What follows belongs to an exercise in optimizing a design on an open flow for a short achievable clock period and few clock cycles; a production flow would make more cautious choices.
The RTL was checked by simulation tests, not by an equivalence proof against the original design.
No activity file was given, so power comes from the tool's default toggle rates.

--- flow/run.sh ---
#!/bin/bash
# The standard layout, with timing repair aimed at a tighter period than the
# 9 ns clock (setup margin of 5.8 ns, so repair works towards 3.2 ns).
set -euo pipefail
bash standard.sh SETUP_SLACK_MARGIN=5.8 finish > standard_flow.log 2>&1
--- standard.sh ---
#!/bin/bash
# synth_recipe.tcl (not shown) runs the flow's synth.tcl, then flattens the netlist and writes it again
# the make line also repeats each setting of config.mk as NAME=value (left out here)
make -C /OpenROAD-flow-scripts/flow DESIGN_CONFIG=/design/flow/config.mk WORK_HOME=/design/flow/orfs CLKGATE_MAP_FILE= SYNTH_SCRIPT=/design/flow/synth_recipe.tcl "${@:-finish}"
--- design.v ---
`timescale 1ns / 1ps
 `timescale 1ns / 1ps
module riscv(
	input wire clk,
	input wire rst,
	input wire[31:0] inst,
	output wire[31:0] inst_addr,
	output wire ce,
	input wire[31:0] rdata,
	output wire[31:0] ram_waddr,
	output wire[31:0] ram_wdata,
	output wire ram_wreg,
	output wire[31:0] raddr
);
	reg [31:0] pc;
	reg        btb_v;
	reg [31:2] btb_tag;
	reg [31:2] btb_tgt;
	reg        d_valid;
	reg [31:0] d_ir;
	reg [31:0] d_pc;
	reg        d_btb;
	reg        e_wen;
	reg        e_ldw;
	reg [4:0]  e_rd;
	reg        e_ld;
	reg        e_st;
	reg        e_jalr;
	reg        e_force;
	reg        e_r_eq, e_r_ne, e_r_lt, e_r_ge, e_r_ltu, e_r_geu;
	reg [2:0]  e_f3;
	reg [31:0] e_a;      
	reg [31:0] e_b;
	reg [31:0] e_ca;     
	reg [31:0] e_cb;
	reg [31:0] e_sa;     
	reg [4:0]  e_sh;
	reg [31:0] e_sd;
	reg [31:0] e_alt;
	reg        e_r_add, e_r_sub, e_r_sll, e_r_srl, e_r_sra, e_r_slt, e_r_sltu;
	reg        e_r_xor, e_r_or, e_r_and, e_r_link;
	reg        m_wen;
	reg [4:0]  m_rd;
	reg        m_ld;
	reg        m_st;
	reg [2:0]  m_f3;
	reg [31:0] m_res;
	reg [31:0] m_sd;
	reg        w_wen;
	reg [4:0]  w_rd;
	reg [31:0] w_data;
	reg [31:0] rf [1:31];
	assign inst_addr = pc;
	assign ce = 1'b1;
	assign raddr = m_res;
	assign ram_waddr = m_res;
	assign ram_wdata = m_sd;
	assign ram_wreg = m_st;
	wire eq  = e_ca == e_cb;
	wire ltu = e_ca < e_cb;
	wire lt  = (e_ca[31] ^ e_cb[31]) ? e_ca[31] : ltu;
	wire e_redirect = e_force |
		(e_r_eq & eq) | (e_r_ne & !eq) |
		(e_r_lt & lt) | (e_r_ge & !lt) |
		(e_r_ltu & ltu) | (e_r_geu & !ltu);
	wire [31:0] sum  = e_a + e_b;
	wire [31:0] diff = e_a - e_b;
	wire [31:0] sra  = $signed(e_sa) >>> e_sh;
	wire [31:0] e_target = e_jalr ? {sum[31:2], 2'b00} : e_alt;
	wire [31:0] res =
		({32{e_r_add}}  & sum) |
		({32{e_r_sub}}  & diff) |
		({32{e_r_sll}}  & (e_sa << e_sh)) |
		({32{e_r_srl}}  & (e_sa >> e_sh)) |
		({32{e_r_sra}}  & sra) |
		({32{e_r_slt}}  & {31'd0, lt}) |
		({32{e_r_sltu}} & {31'd0, ltu}) |
		({32{e_r_xor}}  & (e_a ^ e_b)) |
		({32{e_r_or}}   & (e_a | e_b)) |
		({32{e_r_and}}  & (e_a & e_b)) |
		({32{e_r_link}} & e_alt);
	wire [31:0] st_data = (e_f3 == 3'b010) ? e_sd :
	                      (e_f3 == 3'b001) ? {16'd0, e_sd[15:0]} :
	                      (e_f3 == 3'b000) ? {24'd0, e_sd[7:0]} : 32'd0;
	reg [31:0] ld_data;
	always @(*) begin
		case (m_f3)
			3'b000: ld_data = {{24{rdata[7]}}, rdata[7:0]};
			3'b001: ld_data = {{16{rdata[15]}}, rdata[15:0]};
			3'b100: ld_data = {24'd0, rdata[7:0]};
			3'b101: ld_data = {16'd0, rdata[15:0]};
			default: ld_data = rdata;
		endcase
	end
	wire [31:0] m_out = m_ld ? ld_data : m_res;
	wire [6:0] opc = d_ir[6:0];
	wire [4:0] rd  = d_ir[11:7];
	wire [2:0] f3  = d_ir[14:12];
	wire [4:0] rs1 = d_ir[19:15];
	wire [4:0] rs2 = d_ir[24:20];
	wire is_lui   = opc == 7'b0110111;
	wire is_auipc = opc == 7'b0010111;
	wire is_jal   = opc == 7'b1101111;
	wire is_jalr  = opc == 7'b1100111;
	wire is_br    = opc == 7'b1100011;
	wire is_ld    = opc == 7'b0000011;
	wire is_st    = opc == 7'b0100011;
	wire is_opi   = opc == 7'b0010011;
	wire is_op    = opc == 7'b0110011;
	wire use1 = is_jalr | is_br | is_ld | is_st | is_opi | is_op;
	wire use2 = is_br | is_st | is_op;
	wire wr   = (is_lui | is_auipc | is_jal | is_jalr | is_ld | is_opi | is_op) & (rd != 5'd0);
	wire [31:0] imm_i = {{20{d_ir[31]}}, d_ir[31:20]};
	wire [31:0] imm_s = {{20{d_ir[31]}}, d_ir[31:25], d_ir[11:7]};
	wire [31:0] imm_b = {{20{d_ir[31]}}, d_ir[7], d_ir[30:25], d_ir[11:8], 1'b0};
	wire [31:0] imm_u = {d_ir[31:12], 12'b0};
	wire [31:0] imm_j = {{12{d_ir[31]}}, d_ir[19:12], d_ir[20], d_ir[30:21], 1'b0};
	wire [31:0] d_tgt = d_pc + (is_jal ? imm_j : imm_b);
	wire [31:0] d_pc4 = d_pc + 32'd4;
	wire d_back = is_br && d_ir[31];
	wire d_pred = is_jal || d_back;
	wire [31:0] rf1 = (w_wen && w_rd == rs1) ? w_data : rf[rs1];
	wire [31:0] rf2 = (w_wen && w_rd == rs2) ? w_data : rf[rs2];
	wire fe1 = e_wen && e_rd == rs1;
	wire fe2 = e_wen && e_rd == rs2;
	wire fm1 = m_wen && m_rd == rs1;
	wire fm2 = m_wen && m_rd == rs2;
	wire z1 = rs1 == 5'd0;
	wire z2 = rs2 == 5'd0;
	wire [31:0] old1 = z1 ? 32'd0 : fm1 ? m_out : rf1;
	wire [31:0] old2 = z2 ? 32'd0 : fm2 ? m_out : rf2;
	wire sel_a_e = fe1 && !z1 && !is_lui && !is_auipc;
	wire sel_b_e = fe2 && !z2 && (is_op | is_br);
	wire sel_s_e = fe2 && !z2;
	wire [31:0] a_old = is_lui ? 32'd0 : is_auipc ? d_pc : old1;
	wire [31:0] b_old = (is_op | is_br) ? old2 : is_st ? imm_s : (is_lui | is_auipc) ? imm_u : imm_i;
	wire [31:0] a_new = sel_a_e ? res : a_old;
	wire [31:0] b_new = sel_b_e ? res : b_old;
	wire stall = d_valid && e_ldw &&
	             ((use1 && e_rd == rs1) || (use2 && e_rd == rs2));
	wire go = d_valid && !stall && !e_redirect;
	wire btb_hit = btb_v && btb_tag == pc[31:2];
	wire [31:0] pc4 = pc + 32'd4;
	wire d_redirect = d_valid && !stall && (d_btb ? !d_back : d_pred);
	wire [31:0] d_redirect_tgt = d_btb ? d_pc4 : {d_tgt[31:2], 2'b00};
	always @(posedge clk) begin
		if (rst) begin
			pc <= 32'd0;
			btb_v <= 1'b0;
			d_valid <= 1'b0;
		end else begin
			if (e_redirect)
				pc <= e_target;
			else if (stall)
				pc <= pc;
			else if (d_redirect)
				pc <= d_redirect_tgt;
			else if (btb_hit)
				pc <= {btb_tgt, 2'b00};
			else
				pc <= pc4;
			if (d_valid && !stall && !d_btb && d_back) begin
				btb_v <= 1'b1;
				btb_tag <= d_pc[31:2];
				btb_tgt <= d_tgt[31:2];
			end
			if (e_redirect || d_redirect)
				d_valid <= 1'b0;
			else if (!stall)
				d_valid <= 1'b1;
		end
		if (!stall) begin
			d_ir <= inst;
			d_pc <= pc;
			d_btb <= btb_hit;
		end
	end
	always @(posedge clk) begin
		if (rst || !go) begin
			e_wen <= 1'b0;
			e_ldw <= 1'b0;
			e_ld <= 1'b0;
			e_st <= 1'b0;
			e_jalr <= 1'b0;
			e_force <= 1'b0;
			e_r_eq <= 1'b0;
			e_r_ne <= 1'b0;
			e_r_lt <= 1'b0;
			e_r_ge <= 1'b0;
			e_r_ltu <= 1'b0;
			e_r_geu <= 1'b0;
		end else begin
			e_wen <= wr;
			e_ldw <= is_ld & wr;
			e_ld <= is_ld;
			e_st <= is_st;
			e_jalr <= is_jalr;
			e_force <= is_jalr | (is_br & d_back & (f3 == 3'b010 || f3 == 3'b011));
			e_r_eq  <= is_br & (d_back ? f3 == 3'b001 : f3 == 3'b000);
			e_r_ne  <= is_br & (d_back ? f3 == 3'b000 : f3 == 3'b001);
			e_r_lt  <= is_br & (d_back ? f3 == 3'b101 : f3 == 3'b100);
			e_r_ge  <= is_br & (d_back ? f3 == 3'b100 : f3 == 3'b101);
			e_r_ltu <= is_br & (d_back ? f3 == 3'b111 : f3 == 3'b110);
			e_r_geu <= is_br & (d_back ? f3 == 3'b110 : f3 == 3'b111);
		end
		e_rd <= rd;
		e_f3 <= f3;
		e_a  <= a_new;
		e_b  <= b_new;
		e_ca <= (fe1 && !z1) ? res : old1;
		e_cb <= is_opi ? imm_i : (fe2 && !z2) ? res : old2;
		e_sa <= sel_a_e ? res : old1;
		e_sh <= !is_op ? d_ir[24:20] : sel_s_e ? res[4:0] : old2[4:0];
		e_sd <= sel_s_e ? res : old2;
		e_alt <= (is_br && !d_back) ? {d_tgt[31:2], 2'b00} : d_pc4;
		e_r_add  <= is_lui | is_auipc | is_ld | is_st |
		            (is_opi & f3 == 3'b000) | (is_op & f3 == 3'b000 & !d_ir[30]);
		e_r_sub  <= is_op & f3 == 3'b000 & d_ir[30];
		e_r_sll  <= (is_opi | is_op) & f3 == 3'b001;
		e_r_srl  <= (is_opi | is_op) & f3 == 3'b101 & !d_ir[30];
		e_r_sra  <= (is_opi | is_op) & f3 == 3'b101 & d_ir[30];
		e_r_slt  <= (is_opi | is_op) & f3 == 3'b010;
		e_r_sltu <= (is_opi | is_op) & f3 == 3'b011;
		e_r_xor  <= (is_opi | is_op) & f3 == 3'b100;
		e_r_or   <= (is_opi | is_op) & f3 == 3'b110;
		e_r_and  <= (is_opi | is_op) & f3 == 3'b111;
		e_r_link <= is_jal | is_jalr;
	end
	always @(posedge clk) begin
		if (rst) begin
			m_wen <= 1'b0;
			m_ld <= 1'b0;
			m_st <= 1'b0;
		end else begin
			m_wen <= e_wen;
			m_ld <= e_ld;
			m_st <= e_st;
		end
		m_rd <= e_rd;
		m_f3 <= e_f3;
		m_res <= res;
		m_sd <= st_data;
	end
	always @(posedge clk) begin
		if (rst)
			w_wen <= 1'b0;
		else
			w_wen <= m_wen;
		w_rd <= m_rd;
		w_data <= m_out;
	end
	always @(posedge clk) begin
		if (w_wen)
			rf[w_rd] <= w_data;
	end
endmodule
--- constraint.sdc ---
create_clock -name core_clock -period 9.0 [get_ports {clk}]
set_input_delay 1.8000 -clock core_clock [delete_from_list [all_inputs] [get_ports {clk}]]
set_output_delay 1.8000 -clock core_clock [all_outputs]
set_load 0.01 [all_outputs]
--- config.mk ---
export PLATFORM = sky130hd
export DESIGN_NAME = riscv
export DESIGN_NICKNAME = riscv
export VERILOG_FILES = /design/flow/design.v
export SDC_FILE = /design/flow/constraint.sdc
export NUM_CORES = 4
export LEC_CHECK = 0
export ABC_CLOCK_PERIOD_IN_PS = 3000
export CAP_MARGIN = 20
export CORE_MARGIN = 2
export CORE_UTILIZATION = 40
export GPL_TIMING_DRIVEN = 1
export SLEW_MARGIN = 20
==> qor.yml <==
synth_cell_types: 103
hpwl_mm: 193
cts_max_path_buffers: 3
track_usage_pct: 30.6
switchingPower_uw: 5110
clkPwrFrac_pct: 38.0
syn_area_per_cell_um2: 13.3
drc: 0
swShare_pct: 27.8
die_h_um: 447
fin_cells: 9299
cts_tree: "built"
synth_top_area_share_pct: 42.6
grt_start_max_net_pins: 62
ys_top_cells_by_area: "edfxtp_1 (43%), mux4_2 (17%), dfxtp_1 (11%)"
hold_depth: 0
synth_area_mm2: 0.0787
slew_violations: 0
ctsHtreeMaxLevel: 4
ctsHoldBuffers: 0
root_buffer: "clkbuf_16"
ys_seq_area_share_pct: 53.3
cts.clk_slew.worst_paths_ns: 0.06
hold_path_class: "reg -> reg"
fin_tns_setup_ns: 0
drv_cap: 0
syn_to_final_growth_pct: 26.6
max-vdd-ir-drop_mv: 0.160
clock.fmax_mhz: 258
drive_gt1_share_pct: 37.7
internal-power_uw: 13300
portBuffers: 194
critPathKind: "reg -> reg"
cp-end-kind: "flop"
clock-sinks: 1534
p_leak_uw: 0.0354
r2r-start: "d_ir[4]"
clkLatencyLatePin_ns: 0.85
grt_pass1_vias: 57200
coreArea_mm2: 0.195
cp_max_fo: 6
worst-slew-pin-transition_ns: 1.16
cellPowerDensity_mw_per_mm2: 185
rsz0062_at_grt: "true"
die_w_um: 447
timing.critical_path.arrival_ns: 4.60
seq_power_share_pct: 44.5
fin_nets: 6755
hold_path.startpoint: "m_rd[1]"
pwr-share-comb_pct: 17.5
gp_congestion: 0.995
drt_first_iter_violations: 7333
required_ns: 9.73
final.setup_skew_ns: 0.0531
relSlewSlack_pct: 21.8
numCtsBuffers: 165
ys.flop_type: "edfxtp_1"
hold_viol_final: 0
drt_first_pass_iters: 6
holdPathEnd: "w_rd[1]"
grt_overflow_total: 0
syn_nets: 6154
final_antenna_net_count: 0
io-pin-count: 196
wirelength_mm: 316
async_flop_share_pct: 0
synth_top_area_cell: "edfxtp_1"
finalSetupViolations: 0
netlist_instances: 5927
reg2reg_to: "pc[29]"
synth-seq-cells: 1534
vias: 59200
yosys_warnings: 1
antenna_found_initial: 10
fp-row-count: 162
die_area_mm2: 0.200
avgViaCountPerCell: 6.37
wl_per_cell_um: 34.0
initial_core_util_pct: 40.3
whs_ns: 0.391
dp.cells: 8422
period_share_pct: 43.1
rr_worst_depth: 16
r2r_slack_ns: 5.12
critPathLaunchType: "flop"
status: "finished clean"
grt_first_pass_wirelength_mm: 433
fin_crit_ns: 3.88
synth_edf_count: 1117
## flip-flops by register name, indices dropped and copies added, names as in the netlist, 30 cells and up, named ones only
signal and count:
btb_tag 30, w_data 32, m_sd 32, e_sa 32, d_pc 32, e_ca 32, d_ir 32, e_sd 32
pc 32, e_a 32, e_cb 32, btb_tgt 30, rf 992, m_res 32, e_alt 32, e_b 32
## worst max-delay path by stage
stage | cells past startpoint | endpoint | slack, ns | from
6_report | 16 | pc[29] | 5.12 | d_ir[4]
5_1_grt | 17 | pc[29] | 5.02 | d_ir[4]
4_1_cts | 16 | pc[31] | 5.11 | d_ir[4]
3_5_place_dp | 12 | e_b[31] | 3.87 | e_b[16]
3_3_place_gp | 12 | e_b[31] | 3.82 | e_b[16]
2_1_floorplan | 15 | pc[24] | 5.14 | d_ir[4]
## routing by layer
metal	up-vias	share of wire [%]	track usage (%)
li1	24400	-	-
met4	2	8.3	20.8
met3	938	9.1	6.05
met5	-	0.0041	0
met1	30300	35	37.2
met2	3627	47	49.2
## power groups by stage
| stage | combinational (µW) | clock, µW | sequential, µW |
|---|---|---|---|
| detailed placement | 2190 | 0 | 8340 |
| floorplan | 1480 | 0 | 8130 |
| global route | 3350 | 7340 | 8200 |
| global placement | 2200 | 0 | 8330 |
| finish | 3230 | 7000 | 8180 |
| CTS | 2840 | 7060 | 8160 |
## what timing repair did
action,in CTS,in global routing
endpoints found under the setup margin,543,455
gates cloned,35,13
pin swaps,177,187
setup buffers,327,188
resized for setup,1388,419
## metrics by stage
step	utilization, %	setup slack, ns	total power (µW)	cell area, µm²
floorplan	-	5.14	9600	78900
global placement	42.7	3.82	10500	83400
detailed placement	42.7	3.87	10500	83400
CTS	49.3	5.11	18100	96200
global route	51.0	5.02	18900	99600
finish	51.0	5.12	18400	99600
## cell usage after synthesis, drive strengths merged, types with 25 or more instances
cell,n
a22oi,25
nand3,92
o221ai,29
nor3,72
mux2i,204
and3,43
a31oi,29
o211ai,54
o22ai,47
nand4,44
a211oi,178
buf,184
ha,158
o21ai,292
xnor2,86
clkbuf,264
nor2b,27
mux2,55
and2,52
a221oi,44
xor2,85
a21oi,308
inv,214
nand2,345
edfxtp,1117
mux4,600
a21o,71
dfxtp,417
nor2,473
## kinds of logic after synthesis
group / share of synthesized area [%]
other cells: 0.00477
compound gates: 10.6
flops: 53.3
buf+inv: 3.65
fa+ha+maj: 2.59
xor+xnor: 1.90
mux: 20.6
simple gates: 7.38
## layout make-up
class / count / area [µm²]
clock buffers: 215 / 4510
repair inverters: 1 / 5.00
multi-input cells: 3727 / 38500
diodes: 8 / 20.0
fillers: 16300 / 95600
well taps: 2624 / 3280
repair buffers: 880 / 9180
inverters: 219 / 856
flip-flops and latches: 1534 / 42300
clock inverters: 91 / 1010
## critical path, stage by stage (launching register included)
cell and delay, ns:
edfxtp_1 0.40, nand3b_1 0.24, nor4_4 0.21, buf_6 0.17, mux2_4 0.33, fa_2 0.35
a211o_1 0.33, a211o_1 0.32, nand3_2 0.12, buf_6 0.12, and4b_1 0.25, nor2_4 0.07
a21o_1 0.20, a21oi_2 0.19, xnor2_2 0.15, o21ai_1 0.08, a311oi_1 0.26
## cells in the final DEF, fill, tap and decap left out, drive strengths merged, types with 178 or more instances in the layout
master and count:
clkbuf 226, a21oi 308, inv 219, mux4 600, a211oi 178, nor2 473
nand2 345, edfxtp 1117, dfxtp 417, buf 778, mux2i 204, o21ai 292
Testbench counts, summed over its fixed seeds: cycles 26,557.

## afterwards: timing with drivers on the ports
No port has a modelled driver above. Below, the same layout with a new extraction and two added sets of constraints. Step 1 (the two cells are an assumption about what drives the block):
set clk [get_ports {clk}]
set_driving_cell -lib_cell sky130_fd_sc_hd__clkbuf_16 $clk
set_driving_cell -lib_cell sky130_fd_sc_hd__buf_2 [delete_from_list [all_inputs] $clk]
Step 2 times the ports against the registers' clock, not the clock port: input delays grow and output delays shrink by t, the midpoint of the rising clock arrivals with the driver on. Three values: ideal ports, drivers, drivers and shift; two values: the first two.
shift t [ns]: 0.903
slack for setup (ns): 5.120 / 5.120 / 4.903
clock arrival spread, ns: 0.054 / 0.053
After both steps setup and hold are still met in this run. For this run, drivers alone change the setup slack by 0.000 ns; drivers and shift together by -0.217 ns.
